From an optimization exercise on the open Yosys and OpenROAD flow, aimed at a short achievable clock period and few clock cycles; shortcuts taken in it are not production practice. In this exercise RTL edits were held to simulation tests only and were not proved equivalent to the original. Power and IR drop assume default switching activity.

==> flow/design.v <==
`timescale 1ns / 1ps
module ADDER_4(IN,OUT
    );
input  [31:0] IN;
output [31:0] OUT;
		assign OUT = IN +3'b100;
	endmodule
`timescale 1ns / 1ps
module MUX_2(	IN2MUX_1,IN2MUX_2,OUT2MUX,S_MUX
    );
input  [31:0] IN2MUX_1,IN2MUX_2;
input  S_MUX;
output [31:0] OUT2MUX;
reg    [31:0] OUT2MUX;
always @(*) begin
	case (S_MUX)
		1'b0: begin OUT2MUX=IN2MUX_1; end
		1'b1: begin OUT2MUX=IN2MUX_2; end
	endcase	
end 
endmodule
`timescale 1ns / 1ps
module MUX_4(	IN4MUX_1,IN4MUX_2,IN4MUX_3,OUT4MUX,S_MUX
    );
input  [31:0] IN4MUX_1,IN4MUX_2,IN4MUX_3;
input  [1:0] S_MUX;
output [31:0] OUT4MUX;
reg    [31:0] OUT4MUX;
always @(*) begin
	case (S_MUX)
		2'b00: begin OUT4MUX=IN4MUX_1; end
		2'b01: begin OUT4MUX=IN4MUX_2; end
		2'b10: begin OUT4MUX=IN4MUX_3; end
		default:OUT4MUX =32'h00000000;
	endcase	
end 
endmodule
`timescale 1ns / 1ps
module PC(IN_PC,OUT_PC,CLK,RST
    );
input       CLK,RST;
input  [31:0]   IN_PC;
output [31:0]   OUT_PC;
reg    [31:0]   OUT_PC;
	always @(posedge CLK , negedge RST) begin
		if (RST==1'b0)
			OUT_PC <= 32 'h0;
		else
			OUT_PC <= IN_PC;
	end
endmodule
`timescale 1ns / 1ps
module REG_FILE( ADD_A,ADD_B,ADD_D,REG_A,REG_B,REG_D,WE,CLK
    );
input  CLK,WE;
input  [4:0] ADD_A,ADD_B,ADD_D;
input  [31:0] REG_D;
output [31:0] REG_A,REG_B; 
reg    [31:0] reg_file [31:0];
assign  REG_A= (ADD_A==5'b00000)?  32'h00000000:reg_file [ADD_A] ;  
assign  REG_B= (ADD_B==5'b00000)?  32'h00000000:reg_file [ADD_B] ;
always @(posedge CLK ) begin  
	if (WE==1'b1) 
		reg_file[ADD_D]<=REG_D; 
end
endmodule
`timescale 1ns / 1ps
module BRANCH_COMP(IN_1,IN_2,EQUEL,LESS,LESS_U
    );
	input  [31:0] IN_1;
	input  [31:0] IN_2;
	output reg EQUEL;
	output LESS,LESS_U;
		always @(*) begin
			if (IN_1== IN_2)
				EQUEL=1'b1;
			else  
				EQUEL=1'b0;
		end
	assign LESS   = ($signed(IN_1) < $signed(IN_2));
	assign LESS_U = (IN_1 < IN_2);
	endmodule
`timescale 1ns / 1ps
module IMM_GENRATOR(INSTR,IMM_OUT,IMM_SEL
    );
input  [31:0] INSTR;
input  [2:0]  IMM_SEL;
output [31:0] IMM_OUT;
reg    [31:0] IMM_OUT;
	always @(*) begin
		case(IMM_SEL)
			 3'b000: begin IMM_OUT= {{11{INSTR[31]}},INSTR[31],INSTR[19:12],INSTR[20],INSTR[30:21],1'b0}; end 
			 3'b001: begin IMM_OUT= {{21{INSTR[31]}},INSTR[30:20]};                             end   
			 3'b010: begin IMM_OUT= {{20{INSTR[31]}},INSTR[7],INSTR[30:25],INSTR[11:8],1'b0};   end   
			 3'b011:begin  IMM_OUT= {{21{INSTR[31]}},INSTR[30:25],INSTR[11:7]};                 end   
			 3'b100:begin  IMM_OUT= {INSTR[31:12],12'h000};                                    end   
			 default:begin IMM_OUT= 32'h00000000;                                              end
		endcase
	end
endmodule
`timescale 1ns / 1ps
module ALU_RSIC(ALU_IN1,ALU_IN2,ALU_OUT,SEL_ALU
    );
input  [31:0] ALU_IN1,ALU_IN2;
input  [3:0]  SEL_ALU;  
output [31:0] ALU_OUT;
reg    [31:0] ALU_OUT; 
wire   [31:0] ALU_IN_COMP;  
assign ALU_IN_COMP = (SEL_ALU[3]== 1'b1)? ~ALU_IN2:ALU_IN2;
always @(*) begin 
	case (SEL_ALU[2:0])  
		3'b000:begin ALU_OUT= ALU_IN1 + ALU_IN_COMP + SEL_ALU[3]; end
		3'b001:begin ALU_OUT= ALU_IN1 << ALU_IN2[4:0];             end
		3'b010:begin ALU_OUT= {31'b0, $signed(ALU_IN1) < $signed(ALU_IN2)}; end
		3'b011:begin ALU_OUT= {31'b0, ALU_IN1 < ALU_IN2};          end
		3'b100:begin ALU_OUT= ALU_IN1 ^ ALU_IN2;                   end
		3'b101:begin ALU_OUT= (SEL_ALU[3]== 1'b1)? ($signed(ALU_IN1) >>> ALU_IN2[4:0]) : (ALU_IN1 >> ALU_IN2[4:0]); end
		3'b110:begin ALU_OUT= ALU_IN1 | ALU_IN2;                  end
		3'b111:begin ALU_OUT= ALU_IN1 & ALU_IN2;                  end
	endcase	
end
endmodule
`timescale 1ns / 1ps
module CONTROL_UNIT( INST_CTRL,  BrEq_CTRL ,BrLt_CTRL ,BrLtU_CTRL ,ALUsel_CTRL 
,WBACK_sel_CTRL,PCsel_CTRL,IMMsel_CTRL ,REGFILE_en_CTRL ,Bsel_CTRL,Asel_CTRL ,D_MEM_we_CTRL
    );
input [31:0]  INST_CTRL;
input         BrEq_CTRL,BrLt_CTRL,BrLtU_CTRL;
output [3:0]  ALUsel_CTRL;
output [1:0]  WBACK_sel_CTRL,Asel_CTRL;
output [2:0]  IMMsel_CTRL;
output        PCsel_CTRL,REGFILE_en_CTRL,Bsel_CTRL,D_MEM_we_CTRL;
reg 	[3:0]   ALUsel_CTRL;
reg 	[1:0]   WBACK_sel_CTRL,Asel_CTRL;
reg 	[2:0]   IMMsel_CTRL;
reg        	 PCsel_CTRL,REGFILE_en_CTRL,Bsel_CTRL,D_MEM_we_CTRL;
reg            br_taken;
always @(*) begin
	case (INST_CTRL[14:12])
		3'b000:  br_taken =  BrEq_CTRL;		 
		3'b001:  br_taken = ~BrEq_CTRL;		 
		3'b100:  br_taken =  BrLt_CTRL;		 
		3'b101:  br_taken = ~BrLt_CTRL;		 
		3'b110:  br_taken =  BrLtU_CTRL;		 
		3'b111:  br_taken = ~BrLtU_CTRL;		 
		default: br_taken = 1'b0;
	endcase
end
always @(*)begin 
    case(INST_CTRL[6:0])
		7'b1101111: begin					 
				IMMsel_CTRL = 3'b000; ALUsel_CTRL = 4'b0000;
				WBACK_sel_CTRL = 2'b10; REGFILE_en_CTRL = 1'b1;
				Asel_CTRL = 2'b01; Bsel_CTRL = 1'b1;
				D_MEM_we_CTRL= 1'b0; PCsel_CTRL = 1'b1;
		end
		7'b1100111: begin					 
				IMMsel_CTRL = 3'b001; ALUsel_CTRL = 4'b0000;
				WBACK_sel_CTRL = 2'b10; REGFILE_en_CTRL = 1'b1;
				Asel_CTRL = 2'b00; Bsel_CTRL = 1'b1;
				D_MEM_we_CTRL= 1'b0; PCsel_CTRL = 1'b1;
		end
		7'b1100011: begin					 
				IMMsel_CTRL = 3'b010; ALUsel_CTRL = 4'b0000;
				WBACK_sel_CTRL= 2'b10; REGFILE_en_CTRL = 1'b0;
				Asel_CTRL = 2'b01; Bsel_CTRL= 1'b1;
			   D_MEM_we_CTRL= 1'b0; PCsel_CTRL = br_taken;
		end
		7'b0000011: begin					 
		   	IMMsel_CTRL = 3'b001; ALUsel_CTRL = 4'b0000;
				WBACK_sel_CTRL = 2'b00; REGFILE_en_CTRL = 1'b1;
				Asel_CTRL = 2'b00; Bsel_CTRL = 1'b1;
				D_MEM_we_CTRL= 1'b0; PCsel_CTRL = 1'b0;
		end
		7'b0100011: begin					 
				IMMsel_CTRL = 3'b011; ALUsel_CTRL= 4'b0000;
				WBACK_sel_CTRL = 2'b01; REGFILE_en_CTRL = 1'b0;
				Asel_CTRL = 2'b00;  Bsel_CTRL= 1'b1;
				D_MEM_we_CTRL = 1'b1; PCsel_CTRL = 1'b0;
		end
		7'b0010011:	begin					 
				IMMsel_CTRL = 3'b001; ALUsel_CTRL = {(INST_CTRL[14:12]==3'b101) & INST_CTRL[30],INST_CTRL[14:12]};
				WBACK_sel_CTRL = 2'b01; REGFILE_en_CTRL = 1'b1;
				Asel_CTRL = 2'b00;  Bsel_CTRL = 1'b1;
				D_MEM_we_CTRL = 1'b0; PCsel_CTRL = 1'b0;
		end
		7'b0110011: begin						 
				IMMsel_CTRL = 3'b001;  ALUsel_CTRL = {INST_CTRL[30],INST_CTRL[14:12]};
				WBACK_sel_CTRL = 2'b01; REGFILE_en_CTRL= 1'b1;
				Asel_CTRL= 2'b00; Bsel_CTRL = 1'b0;
				D_MEM_we_CTRL = 1'b0; PCsel_CTRL = 1'b0;
		end
		7'b0110111: begin						 
				IMMsel_CTRL = 3'b100;  ALUsel_CTRL = 4'b0000;
				WBACK_sel_CTRL = 2'b01; REGFILE_en_CTRL= 1'b1;
				Asel_CTRL= 2'b10; Bsel_CTRL = 1'b1;
				D_MEM_we_CTRL = 1'b0; PCsel_CTRL = 1'b0;
		end
		7'b0010111: begin						 
				IMMsel_CTRL = 3'b100;  ALUsel_CTRL = 4'b0000;
				WBACK_sel_CTRL = 2'b01; REGFILE_en_CTRL= 1'b1;
				Asel_CTRL= 2'b01; Bsel_CTRL = 1'b1;
				D_MEM_we_CTRL = 1'b0; PCsel_CTRL = 1'b0;
		end
		default :begin						 
				IMMsel_CTRL = 3'b001;  ALUsel_CTRL =  4'b0000;
				WBACK_sel_CTRL = 2'b01;  REGFILE_en_CTRL= 1'b0;
				Asel_CTRL = 2'b00; Bsel_CTRL = 1'b1;
				D_MEM_we_CTRL = 1'b0; PCsel_CTRL = 1'b0;
		 end
		endcase
    end
endmodule
`timescale 1ns / 1ps
module DATA_PATH_TOP( CLK ,RST,INST,PCsel,IMMsel,REGFILE_en,Bsel,Asel,ALUsel,D_MEM_we,WBACK_sel,BrEq,BrLt,BrLtU,
	IMEM_ADDR,IMEM_DATA,DMEM_ADDR,DMEM_WDATA,DMEM_WE,DMEM_RDATA
    );
output [31:0] INST;
output        BrEq,BrLt,BrLtU;
input [3:0]  ALUsel;
input	[1:0]  WBACK_sel;
input [2:0]  IMMsel;
input [1:0]  Asel;
input 		 CLK ,RST;
input			 PCsel,REGFILE_en,Bsel,D_MEM_we;
output [31:0] IMEM_ADDR;
input  [31:0] IMEM_DATA;
output [31:0] DMEM_ADDR,DMEM_WDATA;
output        DMEM_WE;
input  [31:0] DMEM_RDATA;
wire [31:0] pc_plus4,out_muxpc;      
wire [31:0] out_pc;                  
wire [31:0]	instr;                   
wire [31:0] immdata;                 
wire [31:0] data_a,data_b,data_d;    
wire [31:0] in1_alu,in2_alu;         
wire [31:0] out_alu;                 
wire [31:0] data_mem_out;            
wire [31:0] pc_target;               
assign pc_target = {out_alu[31:1],1'b0};
	MUX_2 mux_pc (
	.IN2MUX_1(pc_plus4),
	.IN2MUX_2(pc_target),
	.S_MUX(PCsel),
	.OUT2MUX(out_muxpc)
	);
	PC pc_DP(
	.IN_PC(out_muxpc),
	.OUT_PC(out_pc),
	.CLK(CLK),
	.RST(RST)
	);
	 ADDER_4 adder_DP(
	 .IN(out_pc),
	 .OUT(pc_plus4)
	  );
	assign IMEM_ADDR = out_pc;
	assign instr     = IMEM_DATA;
	IMM_GENRATOR  imm_DP(
	.INSTR(instr),
	.IMM_OUT(immdata),
	.IMM_SEL(IMMsel)
	 );
	REG_FILE  regfile_DP( 
	.ADD_A(instr[19:15]),
	.ADD_B(instr[24:20]),
	.ADD_D(instr[11:7]),
	.REG_A(data_a),
	.REG_B(data_b),
	.REG_D(data_d),
	.WE(REGFILE_en),
	.CLK (CLK)
    );
		BRANCH_COMP branch_cmp_DP(
		.IN_1(data_a),
		.IN_2(data_b),
		.EQUEL(BrEq),
		.LESS(BrLt),
		.LESS_U(BrLtU)
    );
	MUX_4 mux_a (
	.IN4MUX_1(data_a),
	.IN4MUX_2(out_pc),
	.IN4MUX_3(32'h00000000),
	.S_MUX(Asel),
	.OUT4MUX(in1_alu)
	);
	MUX_2 mux_b (
	.IN2MUX_1(data_b),
	.IN2MUX_2(immdata),
	.S_MUX(Bsel),
	.OUT2MUX(in2_alu)
	);
	ALU_RSIC alu(
	.ALU_IN1(in1_alu),
	.ALU_IN2(in2_alu),
	.ALU_OUT(out_alu),
	.SEL_ALU(ALUsel)
    );
	assign DMEM_ADDR   = out_alu;
	assign DMEM_WDATA  = data_b;
	assign DMEM_WE     = D_MEM_we;
	assign data_mem_out = DMEM_RDATA;
	MUX_4 mux_4_inst (
	.IN4MUX_1(data_mem_out),
	.IN4MUX_2(out_alu),
	.IN4MUX_3(pc_plus4),
	.OUT4MUX(data_d),
	.S_MUX(WBACK_sel)
    );
assign  INST= instr;
endmodule
`timescale 1ns / 1ps
module RISCV_TOP(RST ,CLK, imem_addr, imem_rdata, dmem_addr, dmem_wdata, dmem_we, dmem_rdata);
input RST ,CLK;
output [31:0] imem_addr;
input  [31:0] imem_rdata;
output [31:0] dmem_addr;
output [31:0] dmem_wdata;
output        dmem_we;
input  [31:0] dmem_rdata;
integer i;
reg  [31:0] pc_f;             
reg  [31:0] ir_x, pc_x;       
reg         v_x;              
reg         hz_x;             
reg  [31:0] a_x, b_x;         
reg         f1_x, f2_x;       
reg  [31:1] wd_x, ldd_x;      
reg         jal_x, jalr_x, st_x, ld_x;
reg  [31:0] timm_x;           
reg         b_eq, b_ne, b_lt, b_ge, b_ltu, b_geu;    
reg         r_add, r_addi, r_sub, r_sll, r_slt, r_slti, r_sltu, r_sltiu;
reg         r_xor, r_sr, r_or, r_and, r_lui, r_auipc, r_link;
reg         sh_i, lg_i;       
reg  [31:0] ma_m, wd_m;       
reg         we_m;             
reg  [31:1] ld_m;             
reg  [31:1] wr_w;             
reg  [31:0] res_w;            
reg  [31:0] res_rf;           
reg  [31:0] rf [1:31];        
assign imem_addr  = pc_f;
assign dmem_addr  = ma_m;
assign dmem_wdata = wd_m;
assign dmem_we    = we_m;
reg [31:0] rf_nx [1:31];
always @(*) begin
	for (i = 1; i < 32; i = i + 1) begin
		if (wr_w[i])
			rf_nx[i] = res_rf;
		else if (ld_m[i])
			rf_nx[i] = dmem_rdata;
		else
			rf_nx[i] = rf[i];
	end
end
genvar gi;
generate
	for (gi = 1; gi < 32; gi = gi + 1) begin : g_rf
		always @(posedge CLK) begin
			rf[gi] <= rf_nx[gi];
		end
	end
endgenerate
wire [31:0] fi   = imem_rdata;
wire [6:0]  f_op = fi[6:0];
wire [2:0]  f_f3 = fi[14:12];
wire f_lui   = (f_op == 7'b0110111);
wire f_auipc = (f_op == 7'b0010111);
wire f_jal   = (f_op == 7'b1101111);
wire f_jalr  = (f_op == 7'b1100111);
wire f_br    = (f_op == 7'b1100011);
wire f_ld    = (f_op == 7'b0000011);
wire f_st    = (f_op == 7'b0100011);
wire f_opi   = (f_op == 7'b0010011);
wire f_opr   = (f_op == 7'b0110011);
wire f_alu   = f_opi | f_opr;
wire f_use1  = f_jalr | f_br | f_ld | f_st | f_alu;
wire f_use2  = f_opr | f_br | f_st;
wire f_wr    = f_lui | f_auipc | f_jal | f_jalr | f_alu;
reg [31:1] f_wd, f_ldd;
reg [31:0] f_a, f_b;
always @(*) begin
	f_a = 32'd0;
	f_b = 32'd0;
	for (i = 1; i < 32; i = i + 1) begin
		f_wd[i]  = f_wr & (fi[11:7] == i);
		f_ldd[i] = f_ld & (fi[11:7] == i);
		f_a = f_a | ({32{fi[19:15] == i}} & rf_nx[i]);
		f_b = f_b | ({32{fi[24:20] == i}} & rf_nx[i]);
	end
end
wire [31:0] f_timm = f_jal ? {{12{fi[31]}}, fi[19:12], fi[20], fi[30:21], 1'b0}
                  : f_br  ? {{20{fi[31]}}, fi[7], fi[30:25], fi[11:8], 1'b0}
                  :         {fi[31:12], 12'h000};
wire x_ld_go = ld_x & (ir_x[11:7] != 5'd0);
wire f_hz    = x_ld_go & ((f_use1 & (fi[19:15] == ir_x[11:7])) | (f_use2 & (fi[24:20] == ir_x[11:7])));
wire x_wr    = |wd_x;
wire f_fw1   = x_wr & (fi[19:15] == ir_x[11:7]);
wire f_fw2   = x_wr & (fi[24:20] == ir_x[11:7]);
wire [31:0] imm_i = {{21{ir_x[31]}}, ir_x[30:20]};
wire [31:0] imm_s = {{21{ir_x[31]}}, ir_x[30:25], ir_x[11:7]};
wire [31:0] imm_u = {ir_x[31:12], 12'h000};
wire [31:0] imm_m = st_x ? imm_s : imm_i;       
wire [31:0] a = f1_x ? res_w : a_x;
wire [31:0] b = f2_x ? res_w : b_x;
wire stall = v_x & hz_x;
wire go    = v_x & ~hz_x;
wire [31:0] add_xx = a_x + b_x;
wire [31:0] add_wx = res_w + b_x;
wire [31:0] add_xw = a_x + res_w;
wire [31:0] sub_xx = a_x - b_x;
wire [31:0] sub_wx = res_w - b_x;
wire [31:0] sub_xw = a_x - res_w;
wire [31:0] add_r  = f1_x ? (f2_x ? {res_w[30:0], 1'b0} : add_wx) : (f2_x ? add_xw : add_xx);
wire [31:0] sub_r  = f1_x ? (f2_x ? 32'd0 : sub_wx) : (f2_x ? sub_xw : sub_xx);
wire [31:0] add_ix = a_x   + imm_m;
wire [31:0] add_iw = res_w + imm_m;
wire [31:0] add_i  = f1_x ? add_iw : add_ix;
wire        eq_xx  = (a_x == b_x);
wire        eq_wx  = (res_w == b_x);
wire        eq_xw  = (a_x == res_w);
wire        lt_xx  = ($signed(a_x) < $signed(b_x));
wire        lt_wx  = ($signed(res_w) < $signed(b_x));
wire        lt_xw  = ($signed(a_x) < $signed(res_w));
wire        ltu_xx = (a_x < b_x);
wire        ltu_wx = (res_w < b_x);
wire        ltu_xw = (a_x < res_w);
wire        eq     = f1_x ? (f2_x ? 1'b1 : eq_wx)  : (f2_x ? eq_xw  : eq_xx);
wire        lt     = f1_x ? (f2_x ? 1'b0 : lt_wx)  : (f2_x ? lt_xw  : lt_xx);
wire        ltu    = f1_x ? (f2_x ? 1'b0 : ltu_wx) : (f2_x ? ltu_xw : ltu_xx);
wire        lti   = f1_x ? ($signed(res_w) < $signed(imm_i)) : ($signed(a_x) < $signed(imm_i));
wire        ltiu  = f1_x ? (res_w < imm_i) : (a_x < imm_i);
wire [4:0]  sh_x  = sh_i ? ir_x[24:20] : b_x[4:0];
wire        sh_w  = ~sh_i & f2_x;
wire [4:0]  rw_sh = res_w[4:0];
wire [31:0] sll   = f1_x ? (sh_w ? res_w << rw_sh : res_w << sh_x) : (sh_w ? a_x << rw_sh : a_x << sh_x);
wire [31:0] sr    = f1_x ? (sh_w ? res_w >> rw_sh : res_w >> sh_x) : (sh_w ? a_x >> rw_sh : a_x >> sh_x);
wire [31:0] lb    = lg_i ? imm_i : b;
wire [31:0] tgt   = pc_x + timm_x;
wire [31:0] link  = pc_x + 32'd4;
wire [31:0] wb =
	  ({32{r_add}}   & add_r)
	| ({32{r_addi}}  & add_i)
	| ({32{r_sub}}   & sub_r)
	| ({32{r_sll}}   & sll)
	| ({32{r_sr}}    & sr)
	| ({32{r_xor}}   & (a ^ lb))
	| ({32{r_or}}    & (a | lb))
	| ({32{r_and}}   & (a & lb))
	| {31'd0, (r_slt & lt) | (r_slti & lti) | (r_sltu & ltu) | (r_sltiu & ltiu)}
	| ({32{r_lui}}   & imm_u)
	| ({32{r_auipc}} & tgt)
	| ({32{r_link}}  & link);
wire taken = (b_eq & eq) | (b_ne & ~eq) | (b_lt & lt) | (b_ge & ~lt) | (b_ltu & ltu) | (b_geu & ~ltu);
wire redirect = go & (jal_x | jalr_x | taken);
wire [31:0] npc = jalr_x ? {add_i[31:1], 1'b0} : {tgt[31:1], 1'b0};
always @(posedge CLK or negedge RST) begin
	if (RST == 1'b0) begin
		pc_f <= 32'h0;
		v_x  <= 1'b0;
		we_m <= 1'b0;
		ld_m <= 31'd0;
		wr_w <= 31'd0;
	end else begin
		if (redirect) begin
			pc_f <= npc;
			v_x  <= 1'b0;
		end else if (stall) begin
			pc_f <= pc_x;
			v_x  <= 1'b0;
		end else begin
			pc_f <= pc_f + 32'd4;
			v_x  <= 1'b1;
		end
		we_m <= go & st_x;
		ld_m <= go ? ldd_x : 31'd0;
		wr_w <= go ? wd_x  : 31'd0;
	end
end
always @(posedge CLK) begin
	hz_x    <= go & f_hz;
	f1_x    <= go & f_fw1;
	f2_x    <= go & f_fw2;
	a_x     <= f_a;
	b_x     <= f_b;
	ir_x    <= fi;
	pc_x    <= pc_f;
	wd_x    <= f_wd;
	ldd_x   <= f_ldd;
	jal_x   <= f_jal;
	timm_x  <= f_timm;
	jalr_x  <= f_jalr;
	st_x    <= f_st;
	ld_x    <= f_ld;
	b_eq    <= f_br & (f_f3 == 3'b000);
	b_ne    <= f_br & (f_f3 == 3'b001);
	b_lt    <= f_br & (f_f3 == 3'b100);
	b_ge    <= f_br & (f_f3 == 3'b101);
	b_ltu   <= f_br & (f_f3 == 3'b110);
	b_geu   <= f_br & (f_f3 == 3'b111);
	r_add   <= f_opr & (f_f3 == 3'b000) & ~fi[30];
	r_sub   <= f_opr & (f_f3 == 3'b000) &  fi[30];
	r_addi  <= f_opi & (f_f3 == 3'b000);
	r_sll   <= f_alu & (f_f3 == 3'b001);
	r_slt   <= f_opr & (f_f3 == 3'b010);
	r_slti  <= f_opi & (f_f3 == 3'b010);
	r_sltu  <= f_opr & (f_f3 == 3'b011);
	r_sltiu <= f_opi & (f_f3 == 3'b011);
	r_xor   <= f_alu & (f_f3 == 3'b100);
	r_sr    <= f_alu & (f_f3 == 3'b101);
	r_or    <= f_alu & (f_f3 == 3'b110);
	r_and   <= f_alu & (f_f3 == 3'b111);
	r_lui   <= f_lui;
	r_auipc <= f_auipc;
	r_link  <= f_jal | f_jalr;
	sh_i    <= f_opi;
	lg_i    <= f_opi;
	res_w   <= wb;
	res_rf  <= go ? wb : 32'd0;
	ma_m    <= add_i;
	wd_m    <= b;
end
endmodule
==> flow/flow/run.sh <==
#!/bin/bash
# Standard ORFS layout with two changes to how it is made:
#  - the timing repair steps (floorplan, CTS and global route) aim for a setup
#    slack well above zero, so the design is optimised for a shorter clock
#    period than the constraint's;
#  - the port buffers are buf_4 cells instead of the delay buffer that
#    buffer_ports picks by default (every port still gets its buffer).
# The SDC and every other setting are the standard flow's own. Each step logs to its own
# file here; ORFS's own logs are under orfs/logs.
set -euo pipefail
export SETUP_SLACK_MARGIN=${SETUP_SLACK_MARGIN:-10.6}
export BUFFER_PORTS_ARGS="-buffer_cell sky130_fd_sc_hd__buf_4"
bash standard.sh synth      > synth.log 2>&1
bash standard.sh floorplan  > floorplan.log 2>&1
bash standard.sh place      > place.log 2>&1
bash standard.sh cts        > cts.log 2>&1
bash standard.sh route      > route.log 2>&1
bash standard.sh finish     > finish.log 2>&1
test -f out/final.def
==> flow/standard.sh <==
#!/bin/bash
# synth_recipe.tcl (not shown) runs the flow's synth.tcl, then flattens the netlist and writes it again
# the make line also repeats each setting of config.mk as NAME=value (left out here)
make -C /OpenROAD-flow-scripts/flow DESIGN_CONFIG=/design/flow/config.mk WORK_HOME=/design/flow/orfs CLKGATE_MAP_FILE= SYNTH_SCRIPT=/design/flow/synth_recipe.tcl "${@:-finish}"
==> flow/config.mk <==
export PLATFORM = sky130hd
export DESIGN_NAME = RISCV_TOP
export DESIGN_NICKNAME = RISCV_TOP
export VERILOG_FILES = /design/flow/design.v
export SDC_FILE = /design/flow/constraint.sdc
export NUM_CORES = 4
export LEC_CHECK = 0
export CAP_MARGIN = 40
export CELL_PAD_IN_SITES_DETAIL_PLACEMENT = 1
export CELL_PAD_IN_SITES_GLOBAL_PLACEMENT = 1
export CORE_MARGIN = 2
export CORE_UTILIZATION = 40
export GPL_ROUTABILITY_DRIVEN = 1
export PLACE_DENSITY = 0.5
export SLEW_MARGIN = 40
==> flow/constraint.sdc <==
create_clock -name core_clock -period 15.0 [get_ports {CLK}]
set_input_delay 3.0000 -clock core_clock [delete_from_list [all_inputs] [get_ports {CLK}]]
set_output_delay 3.0000 -clock core_clock [all_outputs]
set_load 0.01 [all_outputs]
==> reports/metrics.cfg, run 1 <==
[synth]
netlist_area_mm2=0.0865
yosys.area_share.xor_xnor_pct=2.47
ys_seq_area_share_pct=34.3
syn_nets=10900
syn_area_per_cell_um2=8.27
async_flop_share_pct=6.58
muxShareOfSynthArea_pct=14.2
synth-simple-area-share_pct=14.4
synth_compound_area_share_pct=24.1
yosys_warnings=3
synth_top_family_by_area=compound AO/OA/AOI/OAI gates
synthCells=10500
synthFlopType=dfxtp_1
synthDistinctLibCells=88
yosys_register_bits=1458
synth_edf_count=0
yosys.area_share.adder_pct=5.18

[global_route]
antenna_found_initial=71
grt_pass1_wl_um=755000
grt_pass1_vias=91000
grtUsageMet1_pct=56.8
gr-total-overflow=0
grt_use_total_pct=49.2
use_met3_pct=17.1
grt_busiest_layer=met2
grtUsageMet2_pct=71.4
grt_max_degree=67

[worst_setup_path]
regToRegStartpoint=f2_x$_DFF_P_
r2r_slack_ns=10.49
reg2regPathDepth=13
path_max_fanout=55
critPathLaunchType=flip-flop
cp.required_ns=15.70
critPathKind=flip-flop to flip-flop
cp-end-kind=flip-flop
worstPathArrival_ns=5.21
r2r_end=res_rf[14]$_SDFF_PN0_

[pwr]
peakVddDrop_uv=106
power.density_mw_per_mm2=133
total_power_mw=13.4
leakage_nw=36.3

[clock_network]
numCtsBuffers=170
clkTransAtPathRegs_ns=0.06
postCtsHoldBufs=0
clock_latency_ns=0.91
cts_root_buffer=clkbuf_16
cts_tree=done
clockBufferDepth=3
cts.sinks=1458
h-tree-depth=4

[sta]
drv_slew=0
fmaxAchievable_mhz=222
worstMarginPinSlew_ns=0.971
tns_ns=0
max_slew_margin_pct=34.4
setup-violations-final=0
skew_ns=0.100
finalCritPeriodShare_pct=30.1
grt_setup_unrepaired=yes
hold_viol=0
period_needed_ns=4.51
setup_ws_ns=10.49

[die]
die-height_um=469
chipWidth_um=469
num_rows=170
die_area_mm2=0.220
io_pins=163
start_util_pct=40.3
fp.coreArea_mm2=0.215

[route]
vias=95100
wl_per_cell_um=42.5
postRouteAntennaNets=0
route.detailed.drc=0
routed_via_density=7.13
drt-initial-drc-count=14200
routed_wl_um=567000
dr.pass1.iters=12

[layout]
area_delta_synth_final_pct=16.8
final_area_mm2=0.101
drive_gt1_share_pct=13.9
nNetsFinal=10700

[min_path]
hold_path_class=flip-flop to flip-flop
holdPathStages=1
hold_end=ld_m[2]$_DFF_PN0_
hp-start=ldd_x[2]$_DFF_P_

[placement]
place_congestion=1.03
place_hpwl_um=370000
portBuffers=162
placed_cell_area_mm2=0.0914
pre_cts_slack_ns=8.64

[job]
drv_cap=0

[status]
status=timing/DRC/antenna clean

==> report_power, final <==
part | total (mW) | internal (mW) | switching [mW] | leakage (nW)
logic | 4.31 | 1.46 | 2.85 | 21.1
registers | 4.62 | 4.27 | 0.353 | 12.3
clock network | 4.47 | 2.52 | 1.95 | 2.89
total | 13.4 | 8.25 | 5.14 | 36.3
==> what timing repair did <==
action,4_1_cts,5_1_grt
gates resized for setup,297,159
setup buffers,120,67
endpoints found under the hold margin,0,0
endpoints found under the setup margin,213,133
gates cloned,4,7
pin swaps,51,46
==> cells by family (layout without fill, tap and decap cells) <==
kind of cell               after synthesis  in the layout
other                                    0             56
DFF                                   1458           1458
and+or+nand+nor                       2744           2744
AOI/OAI and AO/OA                     3251           3251
buffers and inverters                 1201           1188
xor gates and xnor gates               244            244
adders and majority gates              354            354
muxes                                 1212           1212
==> sequential cells by signal, indices dropped and copies added (netlist names), 24 cells and up <==
register / flops
a_x: 32
ma_m: 32
rf: 992
ldd_x: 31
b_x: 32
res_w: 32
pc_f: 32
ld_m: 31
pc_x: 32
timm_x: 31
wd_x: 31
wr_w: 31
ir_x: 24
wd_m: 32
res_rf: 32
==> critical path, cell delays in order, from the launching register on <==
cell and delay [ns]:
dfxtp_4 0.46, mux2_4 0.44, o21ai_4 0.45, inv_8 0.24, mux2i_1 0.36, mux2i_1 0.19, mux2i_4 0.31, o21ai_0 0.20
a2111oi_4 0.54, buf_4 0.20, o2111ai_1 0.12, nand4b_1 0.21, buf_4 0.22, and2_1 0.32
==> metal layers <==
metal | wire length [um] | part of all wire [%]
met5 | 328 | 0.058
met1 | 203000 | 36
met4 | 63800 | 11
met3 | 67300 | 12
met2 | 232000 | 41
==> synthesized netlist by cell type (98+ instances only) <==
master    instances  area share, %
ha_1            347            5.0
buf_1           170           0.74
nor2_1          411            1.8
xor2_1           98           0.99
nand4_1         252            1.8
xnor2_1         146            1.5
a21oi_1         307            1.8
o21ai_0        1298            7.5
mux2i_1        1150             13
nand2_1        1415            6.1
and2_1          107           0.77
o211ai_1        103           0.89
clkbuf_1        741            3.2
inv_1           250            1.1
a22oi_1         845            7.3
a221oi_1        107            1.1
dfxtp_1        1362             32
nand3_1         165           0.95
==> cell usage in the layout (no fill, tap or decap), drive strengths merged, types with 109 or more instances in the layout <==
cell type / instances
nand3: 165
nand4: 252
a21oi: 307
xnor2: 146
buf: 611
inv: 257
nand2: 1415
a221oi: 109
nor2: 411
mux2i: 1151
dfxtp: 1362
o21ai: 1308
a22oi: 845
clkbuf: 264
ha: 347
==> stage by stage <==
step                cells  hold slack, ns  utilization (%)
floorplan           10500           0.413                -
global placement    12800           0.407             42.2
detailed placement  12800           0.413             42.5
CTS                 13200           0.435             46.3
global route        13300           0.442             47.0
finish              13300           0.432             47.0
==> area by class of cell <==
class	count	area, um2
fillers	24700	114000
multi-input cells	7805	54300
flip-flops and latches	1458	30000
repair buffers	623	6120
clock buffers	256	5050
well taps	2838	3550
inverters	254	963
clock inverters	55	867
diodes	56	140
==> how the worst max path moves through the flow <==
stage                             start               endpoint  slack (ns)  depth (start not counted)
global route        pc_f[0]$_DFFE_PN0N_           imem_addr[0]       10.50                          1
floorplan                imem_rdata[24]        b_x[29]$_DFF_P_       10.41                          8
CTS                        f2_x$_DFF_P_  res_rf[14]$_SDFF_PN0_       10.51                         15
finish                     f2_x$_DFF_P_  res_rf[14]$_SDFF_PN0_       10.49                         13
detailed placement       imem_rdata[20]        b_x[28]$_DFF_P_        8.64                          7
global placement         imem_rdata[23]        b_x[26]$_DFF_P_        8.25                          9
Testbench counts, summed over its fixed seeds: cycles 54,783.
==> run 2: changes to the inputs <==
--- a/flow/flow/run.sh
+++ b/flow/flow/run.sh
@@ -8,7 +8,7 @@
 # The SDC and every other setting are the standard flow's own. Each step logs to its own
 # file here; ORFS's own logs are under orfs/logs.
 set -euo pipefail
-export SETUP_SLACK_MARGIN=${SETUP_SLACK_MARGIN:-10.6}
+export SETUP_SLACK_MARGIN=${SETUP_SLACK_MARGIN:-10.9}
 export BUFFER_PORTS_ARGS="-buffer_cell sky130_fd_sc_hd__buf_4"
 bash standard.sh synth      > synth.log 2>&1
 bash standard.sh floorplan  > floorplan.log 2>&1
==> run 2 against run 1 <==
  * Sequential share of layout area decreased by 2.3 points
  * Routed wire length increased by 11%
  * Count of clock-buffer cells in the layout decreased by 2
  * Clock skew decreased by 0.0076 ns
  * Register-to-register slack improved by 0.22 ns
  * Global-route usage increased by 3.4 points
  * Total power increased by 3.7%
  * Die area unchanged
  * Clock power increased by 2%
  * Fmax increased by 0.33%
  * Design area increased by 8.8%
  * Cell count increased by 3.4%
  * Critical endpoint is now b_x[27]$_DFF_P_
  * Largest power group is now combinational cells
==> reports/metrics.cfg, run 2 <==
[clock_network]
cts_root_buffer=clkbuf_16
clockBufferDepth=3
clock_latency_ns=0.90
h-tree-depth=4
cts_tree=done
numCtsBuffers=170
clkTransAtPathRegs_ns=0.07
postCtsHoldBufs=0
cts.sinks=1458

[sta]
drv_slew=0
skew_ns=0.0924
setup-violations-final=0
worstMarginPinSlew_ns=1.07
max_slew_margin_pct=28.5
period_needed_ns=4.49
fmaxAchievable_mhz=223
hold_viol=0
tns_ns=0
finalCritPeriodShare_pct=30.0
grt_setup_unrepaired=yes

[route]
dr.pass1.iters=10
m1WireLength_um=213000
drt-initial-drc-count=17000
route.detailed.drc=0
postRouteAntennaNets=0
met3_length_um=87400
vias=102000
routed_via_density=7.42
topRoutingLayerUsed=met5
routed_wl_um=627000
wl_met2_um=246000
wl_per_cell_um=45.4

[worst_setup_path]
cpPeakStageDelay_ns=0.62
worstPathArrival_ns=5.16
cp.required_ns=15.67
r2r_end=res_rf[22]$_SDFF_PN0_
path_max_fanout=30
crit_top_cell=buf_12
path_cells=buf_16, buf_12, nand2b_4, buf_8, buf_12, nor2_4, buf_12, a22oi_1, nand4_1, or4_4
cp.buffers_inverters=5
regToRegStartpoint=a_x[0]$_DFF_P_
cp_top_family=simple AND/OR/NAND/NOR gates
reg2regPathDepth=17
critPathLaunchType=input pin
r2r_slack_ns=10.71
critPathKind=input pin to flip-flop
cp_slowest_cell=or4_4
cp-end-kind=flip-flop

[min_path]
hold_path_class=flip-flop to flip-flop
hp-start=ldd_x[26]$_DFF_P_
hold_end=ld_m[26]$_DFF_PN0_
holdPathStages=1

[synth]
synthCells=10500
synthDistinctLibCells=88
yosys_register_bits=1458
synth.top_cell.area_share_pct=31.5
synth.most_common_cell=nand2_1
synthTopCellsByCount=nand2_1, dfxtp_1, o21ai_0, mux2i_1, a22oi_1
synth_edf_count=0
synthFlopType=dfxtp_1
syn_area_per_cell_um2=8.27
async_flop_share_pct=6.58
netlist_area_mm2=0.0865
synth_area_leaders=dfxtp_1, mux2i_1, o21ai_0
synth_top_cell_by_area=dfxtp_1
yosys_warnings=3
ys_seq_area_share_pct=34.3
syn_nets=10900

[placement]
portBuffers=162
place_hpwl_um=366000
place_congestion=1.02
placed_cell_area_mm2=0.0916
dp.cells=12800

[global_route]
gr-total-overflow=0
grt_pass1_wl_um=800000
grt_pass1_vias=93900
grt_use_total_pct=52.6
grt_max_degree=65
antenna_found_initial=89

[status]
status=timing/DRC/antenna clean

[pwr]
leakage_nw=40.0
power.density_mw_per_mm2=126
peakVddDrop_uv=141

[layout]
drive_gt1_share_pct=20.7
top_register=rf
nNetsFinal=11200
area_delta_synth_final_pct=27.0
instances_no_fill=13800
layout_common_cells=nand2_1, o21ai_0, dfxtp_1
final_common_cell=nand2_1
multiInputGateArea_mm2=0.0563
final_area_mm2=0.110
largest_reg_flops=992
final-seq-area_mm2=0.0302
fill_cells=24100
fin_util_pct=51.2

[die]
num_rows=170
start_util_pct=40.3
io_pins=163
chipWidth_um=469
die_area_mm2=0.220
die-height_um=469
fp.coreArea_mm2=0.215

[job]
drv_cap=0

run 2: final cells by class:
class	count	share of cell area, %
diodes	82	0.187
multi-input cells	7805	51.3
clock buffers	254	4.58
well taps	2838	3.23
flip-flops and latches	1458	27.4
inverters	254	0.895
repair buffers	1050	11.6
clock inverters	62	0.772
run 2: worst register-to-register path: cells and delay by family, from the launching register on:
kind            cells  cell delay (ns)
buf+inv             4             0.42
simple gates        2             0.35
xor+xnor            1             0.16
flops               1             0.42
fa+ha+maj           2             0.55
compound gates      8             2.28
run 2: worst max path at each step:
stage                              startpoint         endpoint  depth (start not counted)
after floorplan                imem_rdata[24]  b_x[29]$_DFF_P_                          8
after global placement         imem_rdata[24]  b_x[26]$_DFF_P_                          9
after detailed placement       imem_rdata[21]  b_x[27]$_DFF_P_                          8
after CTS                  pc_f[10]$_DFF_PN0_    imem_addr[10]                          1
after global routing      pc_f[0]$_DFFE_PN0N_     imem_addr[0]                          1
final                          imem_rdata[24]  b_x[27]$_DFF_P_                         10
run 2: repair_timing:
| item | in CTS | in global routing |
|---|---|---|
| gates resized for setup | 838 | 465 |
| cloned | 47 | 26 |
| setup endpoints to repair | 279 | 243 |
| pin swaps | 170 | 225 |
| buffers inserted | 338 | 189 |
run 2: kinds of logic (layout without fill, tap and decap cells):
family,after synthesis,in the layout,synth area share [%]
AOI/OAI and AO/OA,3251,3251,24.1
xor gates and xnor gates,244,244,2.47
and+or+nand+nor,2744,2744,14.4
other,0,82,0
adders and majority gates,354,354,5.18
DFF,1458,1458,34.3
buffers and inverters,1201,1620,5.31
muxes,1212,1212,14.2
run 2: per-layer routing:
layer  vias up  GRT usage, %
li1      39000             -
met1     49900          58.6
met2      9562          74.2
met3      3951          23.1
met4        61          49.9
met5         -         0.563
run 2: stage by stage:
| stage | power [mW] | setup WS [ns] | hold slack, ns |
|---|---|---|---|
| 6_report | 13.9 | 10.51 | 0.434 |
| 2_1_floorplan | 6.78 | 10.41 | 0.413 |
| 3_5_place_dp | 8.52 | 8.62 | 0.413 |
| 3_3_place_gp | 8.42 | 8.34 | 0.404 |
| 4_1_cts | 13.4 | 10.53 | 0.437 |
| 5_1_grt | 14.2 | 10.52 | 0.441 |
run 2: report_power, final:
group | total (mW) | switching (mW) | leakage (nW) | internal [mW]
sequential | 4.66 | 0.374 | 12.3 | 4.28
combinational | 4.70 | 3.01 | 24.7 | 1.69
clock | 4.54 | 1.99 | 2.88 | 2.55
total | 13.9 | 5.38 | 40.0 | 8.52

## re-timing with driven ports
No port has a modelled driver above. Below, the same layouts with a new extraction and two added sets of constraints. Step 1 (the two cells are an assumption about what drives the block):
set clk [get_ports {CLK}]
set_driving_cell -lib_cell sky130_fd_sc_hd__clkbuf_16 $clk
set_driving_cell -lib_cell sky130_fd_sc_hd__buf_2 [delete_from_list [all_inputs] $clk]
Step 2 also shifts input and output timing later by t, the mid clock arrival at the registers, as if the neighbouring blocks saw the same clock. Slacks: no drivers / after step 1 / after step 2; pairs: no drivers / after step 1.
| run | t (ns) | slack for setup (ns) | worst register clock-pin slew, ns | worst data-port slew with drivers (ns) |
|---|---|---|---|---|
| run 1 | 0.948 | 10.491 / 10.441 / 9.571 | 0.07 / 0.07 | 0.28 |
| run 2 | 0.962 | 10.506 / 10.388 / 9.427 | 0.07 / 0.07 | 0.33 |
After both steps setup and hold are still met in every run listed. For run 2, which loses most, drivers alone change the setup slack by -0.118 ns; drivers and shift together by -1.079 ns.
